Source: an optimization exercise on an open RTL-to-GDS flow (aim: small area, a short achievable clock period and few clock cycles per item). Production flows keep margins and buffers that such runs may drop. At most, simulation tests tie the RTL to the original design; equivalence was not proved. No activity file was given, so power comes from the tool's default toggle rates.

==> flow/design.v (excerpt) <==
module sqrt_mult_system (
    input clk_i,
    input rst_i,
    input start_i,
    input [7:0] a_bi,
    input [7:0] b_bi,
    output [15:0] result,
    output done
);
Size: roughly 13 flip-flops.
clock: 5.0 ns
lec_check: 0
cap_margin: 20
core_margin: 2
core_utilization: 40
setup_slack_margin: 1.8
slew_margin: 20
standard.sh (not shown) runs the stock make flow with config.mk's settings and CLKGATE_MAP_FILE= SYNTH_SCRIPT=/design/flow/synth_recipe.tcl, a recipe that flattens the netlist after the stock synthesis.
==> flow/flow/run.sh <==
#!/bin/bash
# Layout flow: the standard ORFS flow, with two changes.
#  1. Synthesis is ORFS's own script (with the standard flow's -nofsm -noshare wrapper,
#     flatten and renaming, as in synth_recipe.tcl), but ABC maps with the
#     script in flow/abc.script and full/half adder extraction can be skipped.
#  2. The port buffers inserted during placement are buf cells instead of
#     the slow clkdlybuf cells that buffer_ports picks by default.
# Settings come from flow/params.sh. Each tool's output goes to its own log.
set -euo pipefail
HERE=$(pwd)
source "$HERE/flow/params.sh"
export MY_ABC_SCRIPT="$HERE/flow/abc.script"
export MY_NOFA
export BUFFER_PORTS_ARGS="-buffer_cell $PORT_BUFFER"
sed "s#SYNTH_SCRIPT=[^ ]*#SYNTH_SCRIPT=$HERE/flow/synth.tcl#" standard.sh > my_standard.sh
bash my_standard.sh finish > flow_make.log 2>&1
==> flow/flow/abc.script <==
strash
dch
map -D 2400
topo
stime -c
buffer -c
upsize -c -D 2400
dnsize -c -D 2400
==> flow/flow/params.sh <==
MY_NOFA=1
PORT_BUFFER=sky130_fd_sc_hd__buf_1
==> flow/flow/synth.tcl <==
# synth_recipe.tcl with two hooks: abc runs flow/abc.script (MY_ABC_SCRIPT),
# and extract_fa is skipped when MY_NOFA is 1.
proc synth {args} { yosys synth -nofsm -noshare {*}$args }
proc abc {args} {
  set out {}
  set skip 0
  foreach a $args {
    if {$skip} { set skip 0; continue }
    if {$a eq "-script" || $a eq "-D"} { set skip 1; continue }
    lappend out $a
  }
  lappend out -script $::env(MY_ABC_SCRIPT)
  yosys abc {*}$out
}
if {$::env(MY_NOFA)} { proc extract_fa {args} {} }
source $::env(SCRIPTS_DIR)/synth.tcl
# left out here: clear keep_hierarchy, flatten, clean up, hide names made inside functions, write 1_2_yosys.v
Rerun with:
==> flow/flow/abc.script (replaced) <==
strash
dch
map -D 2000
topo
stime -c
Effect: Core utilization fell by 6.5 points. Setup slack gains 74 ps. Power goes down by about 8%. Design area decreases by about 11%. Final cell count went down by about 5%. Fmax rises by 2.4%. Critical path depth goes down by 1.
Rerun with:
- SETUP_SLACK_MARGIN: 1.8 -> 1.4
- The new run finished with timing, DRC and antenna clean
- worst setup slack got worse by 150 ps
- via count is lower by 6.0%
- final area is lower by about 15%
- hold slack got worse by 3.7 ps
- flip-flop and latch count is unchanged
- global-route usage is lower by 1.2 points
- clock power hardly moves
- area after synthesis is unchanged
Rerun with:
==> flow/flow/abc.script (replaced) <==
strash
dch
map -D 2400
topo
stime -c
buffer -c
upsize -c -D 2400
dnsize -c -D 2400
Synthesized cell count rises by 2.9%. Count of clock-buffer cells in the layout is unchanged. Die area climbs by 1.7%. Setup slack loses 150 ps. Critical path depth rises by 4. Final cell count went up by 4.5%. Wire length came out higher by 9.5%. Power is higher by 3.2%. Sequential power is about the same.
Rerun with:
==> flow/flow/abc.script (replaced) <==
strash
dch
map -a
topo
stime -c
- SETUP_SLACK_MARGIN: 1.4 -> 1.8
The new run completed without violations.
Worst setup slack improved by 100 ps.
Synthesized area shrinks by a few percent.
Maximum frequency climbs by a few percent.
Cell area increases by about a fifth.
Wire length goes up by roughly a tenth.
Worst hold slack degrades by 31 ps.
Global-route usage came out higher by 3.5 points.
Via count grows by a few percent.
Final cell count rises by a few percent.
Function was not checked in any run of this note: the RTL went through the layout flow alone.

* * *

sqrt_mult_system, a different RTL version from the one above (not shown whole).
Size in the first run: about 200 cells after synthesis, roughly 19 flip-flops, roughly 36 I/O pins, about 1300 um2 of cells after synthesis.
## sqrt_mult_system
module sqrt_mult_system (
    input clk_i,
    input rst_i,
    input start_i,
    input [7:0] a_bi,
    input [7:0] b_bi,
    output [15:0] result,
    output done
);
Settings: LEC_CHECK=0, CAP_MARGIN=20, CORE_MARGIN=2, CORE_UTILIZATION=40, SETUP_SLACK_MARGIN=2.2, SLEW_MARGIN=20; clock period 5.0 ns.
==> flow/flow/run.sh <==
#!/bin/bash
# Layout flow: the standard ORFS flow, with two changes.
#  1. Synthesis is ORFS's own script (with the standard flow's -nofsm -noshare wrapper,
#     flatten and renaming, as in synth_recipe.tcl), but ABC maps with the
#     script in flow/abc.script (the logic feeding the output ports first,
#     with flow/abc_post.script if present), and full/half adder extraction
#     can be skipped.
#  2. The port buffers inserted during placement are buf cells instead of
#     the slow clkdlybuf cells that buffer_ports picks by default.
# Settings come from flow/params.sh. Each tool's output goes to its own log.
set -euo pipefail
HERE=$(pwd)
source "$HERE/flow/params.sh"
export MY_ABC_SCRIPT="$HERE/flow/abc.script"
if [ -f "$HERE/flow/abc_post.script" ]; then export MY_ABC_POST_SCRIPT="$HERE/flow/abc_post.script"; fi
export MY_NOFA
export BUFFER_PORTS_ARGS="-buffer_cell $PORT_BUFFER"
sed "s#SYNTH_SCRIPT=[^ ]*#SYNTH_SCRIPT=$HERE/flow/synth.tcl#" standard.sh > my_standard.sh
bash my_standard.sh finish > flow_make.log 2>&1
==> flow/flow/abc.script <==
strash
dch
map -D 1300
topo
stime -c
==> flow/flow/abc_post.script <==
strash
dch
map -D 300
topo
stime -c
==> flow/flow/synth.tcl <==
# synth_recipe.tcl with hooks: abc runs flow/abc.script (MY_ABC_SCRIPT);
# when MY_ABC_POST_SCRIPT is set, the logic in the input cone of the output
# ports (back to the flip-flops) is mapped first, with that script; and
# extract_fa is skipped when MY_NOFA is 1.
proc synth {args} { yosys synth -nofsm -noshare {*}$args }
proc abc {args} {
  set out {}
  set skip 0
  foreach a $args {
    if {$skip} { set skip 0; continue }
    if {$a eq "-script" || $a eq "-D"} { set skip 1; continue }
    lappend out $a
  }
  if {[info exists ::env(MY_ABC_POST_SCRIPT)] && $::env(MY_ABC_POST_SCRIPT) ne ""} {
    set outp $out
    lappend outp -script $::env(MY_ABC_POST_SCRIPT)
    yosys select -set postcone o:* %ci*:-sky130_fd_sc_hd__dfxtp_1
    yosys abc {*}$outp @postcone
  }
  lappend out -script $::env(MY_ABC_SCRIPT)
  yosys abc {*}$out
}
if {$::env(MY_NOFA)} { proc extract_fa {args} {} }
source $::env(SCRIPTS_DIR)/synth.tcl
# left out here: clear keep_hierarchy, flatten, clean up, hide names made inside functions, write 1_2_yosys.v
Scripts as last shown in full above: flow/flow/params.sh
The first run ran to the end with no violations.
Rerun with:
==> flow/flow/abc.script (replaced) <==
strash
dch
map -a
topo
stime -c
=> The new run finished clean; area after synthesis rose by 0.37%; utilization falls by 0.72 points; non-clock buffer count is unchanged; final area came out lower by 1.6%; sequential share of layout area went up by 0.39 points.
Rerun with:
SETUP_SLACK_MARGIN = 2.4   (was 2.2)
Outcome:
- sequential cell count stays the same
- setup slack gets better by 0.099 ns
- utilization rose by 4.4 points
- via count came out higher by 3.1%
- die area does not change
- design area is higher by 9.6%
- count of clock-buffer cells in the layout does not change
- area after synthesis is unchanged
- non-clock buffer count came out higher by 9
Rerun with:
==> flow/flow/abc.script (replaced) <==
strash
dch
map -D 1300
topo
stime -c
Result:
- die area shrinks by 0.34%
- fmax stays flat
- cell count shrinks by 2.1%
- total power is higher by 1.8%
- global-route usage rose by 1.3 points
- final area went up by 1.9%
- clock-buffer cell count is unchanged
No functional check of the RTL was part of any run of this note.

* * *

== garnet ==
sqrt_mult_system, a different RTL version from the one above (not shown whole).
Size: roughly 20 flip-flops, roughly 36 I/O pins, about 1500 µm² of cells after synthesis.
Settings: LEC_CHECK=0, CAP_MARGIN=20, CORE_MARGIN=2, CORE_UTILIZATION=40, SETUP_SLACK_MARGIN=2.0, SLEW_MARGIN=20; clock period 5.0 ns.
==> flow/flow/run.sh <==
#!/bin/bash
# Layout flow: the standard ORFS flow, with two changes.
#  1. Synthesis is ORFS's own script (with the standard flow's -nofsm -noshare wrapper,
#     flatten and renaming, as in synth_recipe.tcl), but ABC maps with the
#     script in flow/abc.script and full/half adder extraction can be skipped.
#  2. The port buffers inserted during placement are buf cells instead of
#     the slow clkdlybuf cells that buffer_ports picks by default.
# Settings come from flow/params.sh. Each tool's output goes to its own log.
set -euo pipefail
HERE=$(pwd)
source "$HERE/flow/params.sh"
export MY_ABC_SCRIPT="$HERE/flow/abc.script"
export MY_NOFA
export BUFFER_PORTS_ARGS="-buffer_cell $PORT_BUFFER"
sed "s#SYNTH_SCRIPT=[^ ]*#SYNTH_SCRIPT=$HERE/flow/synth.tcl#" standard.sh > my_standard.sh
bash my_standard.sh finish > flow_make.log 2>&1
==> flow/flow/abc.script <==
strash
dch
map -D 1000
topo
stime -c
buffer -c
upsize -c -D 1000
dnsize -c -D 1000
==> flow/flow/synth.tcl <==
# synth_recipe.tcl with two hooks: abc runs flow/abc.script (MY_ABC_SCRIPT),
# and extract_fa is skipped when MY_NOFA is 1.
proc synth {args} { yosys synth -nofsm -noshare {*}$args }
proc abc {args} {
  set out {}
  set skip 0
  foreach a $args {
    if {$skip} { set skip 0; continue }
    if {$a eq "-script" || $a eq "-D"} { set skip 1; continue }
    lappend out $a
  }
  lappend out -script $::env(MY_ABC_SCRIPT)
  yosys abc {*}$out
}
if {$::env(MY_NOFA)} { proc extract_fa {args} {} }
source $::env(SCRIPTS_DIR)/synth.tcl
# left out here: clear keep_hierarchy, flatten, clean up, hide names made inside functions, write 1_2_yosys.v
Scripts as last shown in full above: flow/flow/params.sh
Testbench counts of garnet, summed over its fixed seeds: cycles 8,000, items 4,000.
Input-level comparison between sierra and garnet:
- a change of SETUP_SLACK_MARGIN from 2.0 to 2.2
==> flow/flow/abc.script <==
strash
dch
map -D 800
topo
stime -c
Findings:
From garnet to sierra the numbers moved as follows: effective utilization at floorplan went up 1.7 points; final cycle utilization of the critical path saw a decrease; wire length of the first global-routing pass has increased; worst path buffer plus inverter count saw an increase.
Comparing clock-pin slew reported for the worst setup and hold paths after clock tree synthesis for garnet and sierra, the bigger number came from sierra.
Status | garnet and sierra | clean
Summary — via count, sierra relative to garnet: higher, by 180.
sierra vs garnet: area fraction of clock buffers and clock inverters down in sierra
Compared with garnet, sierra shows a post-synthesis share of cell area spent on and, or, nand and nor gates that is 2.7 points higher.
sierra vs. garnet: area share of buffers outside the clock network has increased, cell count has increased.
## Diff of input files: lagoon against sierra
- SETUP_SLACK_MARGIN changed from 2.2 to 2.0
Findings:
Source of the critical timing path = up_lo[0]$_DFF_P_: lagoon; source of the critical timing path = up_hi[1]$_DFF_P_: sierra. Compared with sierra, in lagoon maximum fanout along the worst path +1, final cell count has decreased, final cycle utilization of the critical path increased 2.3 points. In lagoon the total length of routed met3 wires turned out 6.0% lower than in sierra. Compared with sierra, lagoon improves vias after detailed routing. Final standard cell area without fillers down about 3.5% in lagoon wrt sierra. Between lagoon and sierra, it is lagoon whose timing-limited maximum frequency is lower, by 16 MHz. [lagoon] fraction of layout cells with a size suffix above 1 fell 6.8 points relative to sierra.

-- static timing again, ports no longer ideal --
No port has a modelled driver above. Below, the same layouts with a new extraction and two added sets of constraints. Step 1, drivers: a clkbuf_16 drives clk_i and a buf_2 each remaining input, both assumed. Step 2 also shifts input and output timing later by t, the mid clock arrival at the registers, as if the neighbouring blocks saw the same clock. Slacks: no drivers / after step 1 / after step 2; pairs: no drivers / after step 1.
| run | shift t [ns] | setup WS [ns] | clock arrival spread, ns |
|---|---|---|---|
| the first run of note 1 | 0.297 | 1.799 / 1.767 / 1.470 | 0.005 / 0.005 |
| the second run of note 1 | 0.297 | 1.873 / 1.875 / 1.577 | 0.001 / 0.001 |
| the third run of note 1 | 0.302 | 1.721 / 1.717 / 1.415 | 0.002 / 0.002 |
| the fourth run of note 1 | 0.291 | 1.576 / 1.578 / 1.287 | 0.002 / 0.002 |
| the fifth run of note 1 | 0.314 | 1.680 / 1.679 / 1.366 | 0.003 / 0.003 |
| the first run of note 2 | 0.309 | 2.402 / 2.389 / 2.093 | 0.001 / 0.002 |
| the second run of note 2 | 0.302 | 2.392 / 2.372 / 2.186 | 0.005 / 0.005 |
| the third run of note 2 | 0.309 | 2.490 / 2.470 / 2.283 | 0.018 / 0.018 |
| the fourth run of note 2 | 0.308 | 2.494 / 2.472 / 2.231 | 0.003 / 0.002 |
| garnet | 0.272 | 2.169 / 2.144 / 2.380 | 0.002 / 0.002 |
| sierra | 0.320 | 2.332 / 2.311 / 2.172 | 0.005 / 0.006 |
| lagoon | 0.320 | 2.217 / 2.195 / 2.057 | 0.006 / 0.005 |
After both steps setup and hold are still met in every run listed. The setup slack of the first run of note 1, which loses most, moves by -0.032 ns with the drivers and by -0.329 ns with both steps.
